Context: an optimization exercise on an open-source flow, tuned for small area and a short achievable clock period. The choices shown serve that exercise and are no tape-out recipe.
In this exercise RTL edits were held to simulation tests only and were not proved equivalent to the original.
Power figures rest on the tool's default switching activity, not on a simulated workload.

==> flow/design.v (outline; a module is shown in full before it is edited, if it fits) <==
// module coeff_rom: 139 lines
// module booth_mult: 367 lines
// module polyphase_upsampler: 89 lines
// module output_conversion: 44 lines
// module vol_mult: 318 lines
module output_conversion (
    input  wire        clk,
    input  wire        reset_n,
    input  wire signed [15:0] sample_L,
    input  wire               valid_L,
    input  wire signed [15:0] sample_R,
    input  wire               valid_R,
    input  wire [7:0]  volume,
    input  wire        mute,
    output reg signed [15:0] out_L,
    output reg signed [15:0] out_R,
    output reg               valid_out
);
  // ...
==> flow/run.sh <==
#!/bin/bash
# synth_recipe.tcl (not shown) runs the flow's synth.tcl, then flattens the netlist and writes it again
# the make line also repeats each setting of config.mk as NAME=value (left out here)
make -C /OpenROAD-flow-scripts/flow DESIGN_CONFIG=/design/flow/config.mk WORK_HOME=/design/flow/orfs CLKGATE_MAP_FILE= SYNTH_SCRIPT=/design/flow/synth_recipe.tcl finish
==> flow/config.mk <==
export PLATFORM = sky130hd
export DESIGN_NAME = output_conversion
export DESIGN_NICKNAME = output_conversion
export VERILOG_FILES = /design/flow/design.v
export SDC_FILE = /design/flow/constraint.sdc
export NUM_CORES = 4
export LEC_CHECK = 0
export CAP_MARGIN = 20
export CORE_MARGIN = 2
export CORE_UTILIZATION = 40
export SLEW_MARGIN = 20
==> flow/constraint.sdc <==
create_clock -name core_clock -period 8.0 [get_ports {clk}]
set_input_delay 1.6000 -clock core_clock [delete_from_list [all_inputs] [get_ports {clk}]]
set_output_delay 1.6000 -clock core_clock [all_outputs]
set_load 0.01 [all_outputs]
==> results.py, run 1 <==
metrics = {
    "status": {
        "run_status": "complete, no violations",
    },
    "worst_setup_path": {
        "r2r_slack_ns": 2.90,
        "worstPathArrival_ns": 6.97,
        "worst_r2r_path_depth": 11,
        "path_delay_family": "adder cells",
        "cp_slowest_cell": "clkdlybuf4s50_1",
    },
    "route": {
        "met2_wirelength_um": 61400,
        "initialDrtViolationCount": 3946,
        "vias_per_cell": 5.65,
    },
    "die": {
        "floorplan.die_area_um2": 130000,
        "chipHeight_um": 360,
    },
    "clocking": {
        "clkSinkCount": 639,
        "tritoncts": "yes",
        "cts_repair_resize_count": 0,
    },
    "placed_design": {
        "dp_worst_setup_slack_ns": 0.879,
        "buffer_ports.inserted": 77,
    },
    "sta": {
        "setup_violations": 0,
    },
    "worst_hold_path": {
        "whs_path_depth": 2,
        "min-delay-start": "out_R[12]",
    },
    "layout": {
        "n_multi_input_combinational_cell": 3764,
        "multi_input_area_share_pct": 57.5,
        "mostFrequentLayoutCells": "and2_1 (550), inv_1 (499), fa_1 (392)",
    },
    "yosys": {
        "syn-mean-instance-area_um2": 9.51,
        "syn_nets": 5977,
        "largest_family_of_logic_cells_by_synthesized_area": "adder cells",
        "synth_fa_ha_area_share_pct": 20.7,
        "area_of_the_mapped_netlist_um2": 50700,
        "synth_simple_gate_area_share_pct": 15.2,
    },
    "job": {
        "drv_cap": 0,
    },
    "pwr": {
        "sw_frac_of_total_pct": 38.7,
        "p_per_area_nw_per_um2": 275,
        "maxPowerGroup": "combinational logic",
        "design_power_total_mw": 15.2,
    },
}
==> run 2, diff against run 1 <==
--- a/flow/config.mk
+++ b/flow/config.mk
@@ -7,2 +7,3 @@
 export LEC_CHECK = 0
+export ABC_CLOCK_PERIOD_IN_PS = 4000
 export CAP_MARGIN = 20
@@ -10,2 +11,3 @@
 export CORE_UTILIZATION = 40
+export SETUP_SLACK_MARGIN = 3.5
 export SLEW_MARGIN = 20
==> run 2 against run 1 <==
- via count grew 0.91%
- power up 0.93%
- die area did not move
- critical endpoint is now out_R[14]
- largest cell class unchanged
==> results.py, run 2 <==
metrics = {
    "status": {
        "run_status": "complete, no violations",
    },
    "yosys": {
        "yosysMostFrequentCell": "and2_1",
        "flip_flop_cell_with_the_highest_count_after_synthesis": "dfxtp_1",
        "async_reset_ff_share_pct": 0,
        "synth-seq-cells": 639,
        "area_of_the_mapped_netlist_um2": 50700,
        "synth.top_cell.area_share_pct": 15.5,
        "top_post_synthesis_cells_by_count": "and2_1 (550), inv_1 (500), fa_1 (392)",
        "synth.lib_cells_used.distinct": 95,
        "syn_inst": 5328,
        "synth_edf_count": 256,
        "syn-mean-instance-area_um2": 9.51,
        "synth_top_cells_by_area": "fa_1 (15%), edfxtp_1 (15%), dfxtp_1 (15%), and2_1 (6.8%), ha_1 (5.2%)",
        "yosysSeqAreaShare_pct": 30.3,
        "synthDominantAreaCellType": "fa_1",
        "synth.yosys.warnings": 3,
        "syn_nets": 5977,
    },
    "layout": {
        "finalInstanceArea_um2": 57100,
        "drive_above_1_share_pct": 10.8,
        "final_core_utilization_pct": 45.4,
        "area.growth.synth_to_final_pct": 12.6,
        "biggestRegsByFlops": "up_left.sample_buf (128), up_right.sample_buf (128)",
        "fin_nets": 5873,
        "layout_commonest_cell": "and2_1",
        "mostFrequentLayoutCells": "and2_1 (518), inv_1 (477), fa_1 (388)",
    },
    "clocking": {
        "clock_buffer_count_from_cts": 75,
        "clkSinkCount": 639,
        "cts_max_path_buffers": 3,
        "ctsHoldBuffers": 0,
        "tritoncts": "yes",
        "clk-insertion-delay-late_ns": 0.69,
        "clock_pin_slew_worst_setup_and_hold_paths_ns": 0.05,
        "h-tree-depth": 3,
        "cts.root.buffer_cell": "clkbuf_16",
    },
    "die": {
        "num_io_pins": 78,
        "chipHeight_um": 360,
        "core_rows": 130,
        "placeableCoreArea_um2": 126000,
        "start_util_pct": 40.3,
        "floorplan.die_area_um2": 130000,
        "floorplan.die.width_um": 360,
    },
    "route": {
        "final_antenna_net_count": 0,
        "num_vias": 39275,
        "vias_per_cell": 5.66,
        "drt_first_pass_iters": 7,
        "routed_wl_um": 140000,
        "routed_wire_length_per_instance_um": 20.1,
        "post-route-drc-count": 0,
        "initialDrtViolationCount": 3865,
    },
    "sta": {
        "final_period_minus_worst_setup_slack_ns": 5.12,
        "timing.final.hold_violations": 0,
        "worst_slew_pin_slew_ns": 1.11,
        "finalClockSkew_ns": 0.0448,
        "setup_slack_ns": 2.88,
        "setup_violations": 0,
        "maxClockFrequency_ghz": 0.195,
        "grt_setup_unrepaired": "true",
        "drv_slew": 0,
        "slew_headroom_pct": 25.6,
        "final.period_utilization_pct": 64.0,
        "totalNegativeSetupSlack_ns": 0,
    },
    "global_route": {
        "track_usage_pct": 21.2,
        "grt_first_pass_wirelength_um": 223000,
        "grt_overflow_total": 0,
        "antenna_violations_before_repair": 10,
        "grt_max_degree": 125,
        "vias_in_the_first_global_route": 38957,
    },
    "worst_setup_path": {
        "nature_of_the_critical_path_startpoint": "primary input",
        "r2r_slack_ns": 3.42,
        "path_buf_inv": 3,
        "timing.setup.critical_path_class": "primary input to flop",
        "cp_slowest_cell": "fa_1",
        "path_delay_family": "adder cells",
        "cp_cell_sequence": "buf_16 -> and2_4 -> fa_1 -> inv_1 -> fa_1 -> inv_1 -> fa_1 -> fa_1 -> ha_4 -> a211o_1 -> a211oi_4 -> o311a_4 -> o31a_1 -> o31ai_2 -> xnor2_1 -> o21ai_1",
        "critPathMaxFanout": 7,
        "timing.critical_path.slowest_cell_delay_ns": 0.54,
        "required_ns": 8.51,
        "critical_path.most_common_cell": "fa_1",
        "endpoint_kind": "flop",
        "worstPathArrival_ns": 5.63,
    },
    "placed_design": {
        "buffer_ports.inserted": 77,
        "dp.final_hpwl_um": 93500,
        "placedInstanceArea_um2": 53000,
        "dp_worst_setup_slack_ns": 0.984,
        "gpl.final_weighted_congestion": 0.963,
    },
    "pwr": {
        "combinational_group_share_of_total_power_pct": 48.6,
        "p_sw_mw": 6.03,
        "design_power_total_mw": 15.4,
        "seqPwrFrac_pct": 28.5,
        "ir_worst_vdd_mv": 0.185,
        "clock_power_share_pct": 22.9,
        "power.leakage_nw": 22.7,
        "p_int_mw": 9.36,
        "sw_frac_of_total_pct": 39.2,
        "p_per_area_nw_per_um2": 270,
    },
    "worst_hold_path": {
        "worst_hold_path_type": "flop to flop",
    },
    "job": {
        "drv_cap": 0,
    },
}
[run 2: stage by stage]
stage,hold WS [ns],instances
after floorplan,0.329,5328
after global placement,0.439,6739
after detailed placement,0.441,6739
after CTS,0.444,6910
after global routing,0.455,6938
final,0.438,6940
[run 2: layer usage]
metal / GRT usage [%] / wire length (um) / up-vias / share of wire [%]
li1: - / - / 18152 / -
met5: 0 / 48 / - / 0.034
met2: 33.7 / 62800 / 1613 / 45
met1: 29.1 / 61700 / 19192 / 44
met4: 7.01 / 4180 / 8 / 3.0
met3: 4.02 / 10900 / 310 / 7.8
[run 2: worst paths after layout]
check,start,end,cells after the start
worst max-delay path,volume[2],out_R[14],16
worst min-delay path,out_L[11],out_L[11],2
worst max register to register,up_left.out_sample[13],out_L[14],15
worst min register to register,out_L[11],out_L[11],2
[run 2: repair_timing]
action	4_1_cts	5_1_grt
setup buffers	26	25
endpoints found under the setup margin	87	90
pin swaps	82	63
gates cloned	7	0
gates resized for setup	164	92
[run 2: final cells by class]
class,count,area [um^2]
antenna,5,12.5
timing repair buffer,232,2360
sequential,639,15400
fill,11747,68700
inverter,512,1970
clock buffer,100,2080
multi-input combinational,3764,32700
tap,1650,2060
clock inverter,38,503
[run 2: cell families after synthesis]
kind of cell	count (synthesis)	synth area share, %
muxes	162	4.84
xor gates and xnor gates	356	6.22
DFF	639	30.3
buffers and inverters	925	6.98
AOI/OAI and AO/OA	1147	15.8
adders and majority gates	604	20.7
and+or+nand+nor	1495	15.2
[run 2: power by group through the flow]
stage	registers (mW)	logic, mW	clock network [mW]
after global placement	4.45	7.10	0
after detailed placement	4.45	7.19	0
after global routing	4.45	8.52	3.74
final	4.39	7.48	3.52
after floorplan	4.23	5.77	0
after CTS	4.39	7.35	3.62
[run 2: worst min-delay path, cell delays in order, from the launching register on]
cell	delay [ns]
dfxtp_1	0.30
nand2_1	0.05
o21ai_1	0.05

## port drivers added, routing unchanged
The results above use ideal ports. As a check the final layouts listed here were re-extracted and re-timed, cells and wires unchanged. Step 1: set_driving_cell puts a clkbuf_16 on clk and a buf_2 on each other input, an assumption about the parent block. Step 2 times the ports against the registers' clock, not the clock port: input delays grow and output delays shrink by t, the midpoint of the rising clock arrivals with the driver on. a / b / c = ideal / step 1 / step 2; a / b = the first two.
run	shift t [ns]	setup WS [ns]	worst setup path after step 2	slew at the worst register clock pin (ns)	worst slew at a driven data input, ns
run 1	0.740	1.554 / 1.598 / 0.858	input to register	0.07 / 0.07	0.09
run 2	0.755	2.881 / 2.742 / 1.987	input to register	0.06 / 0.06	0.34
After both steps every run listed still meets setup and hold. For run 2, which loses most, drivers alone change the setup slack by -0.139 ns; drivers and shift together by -0.894 ns.
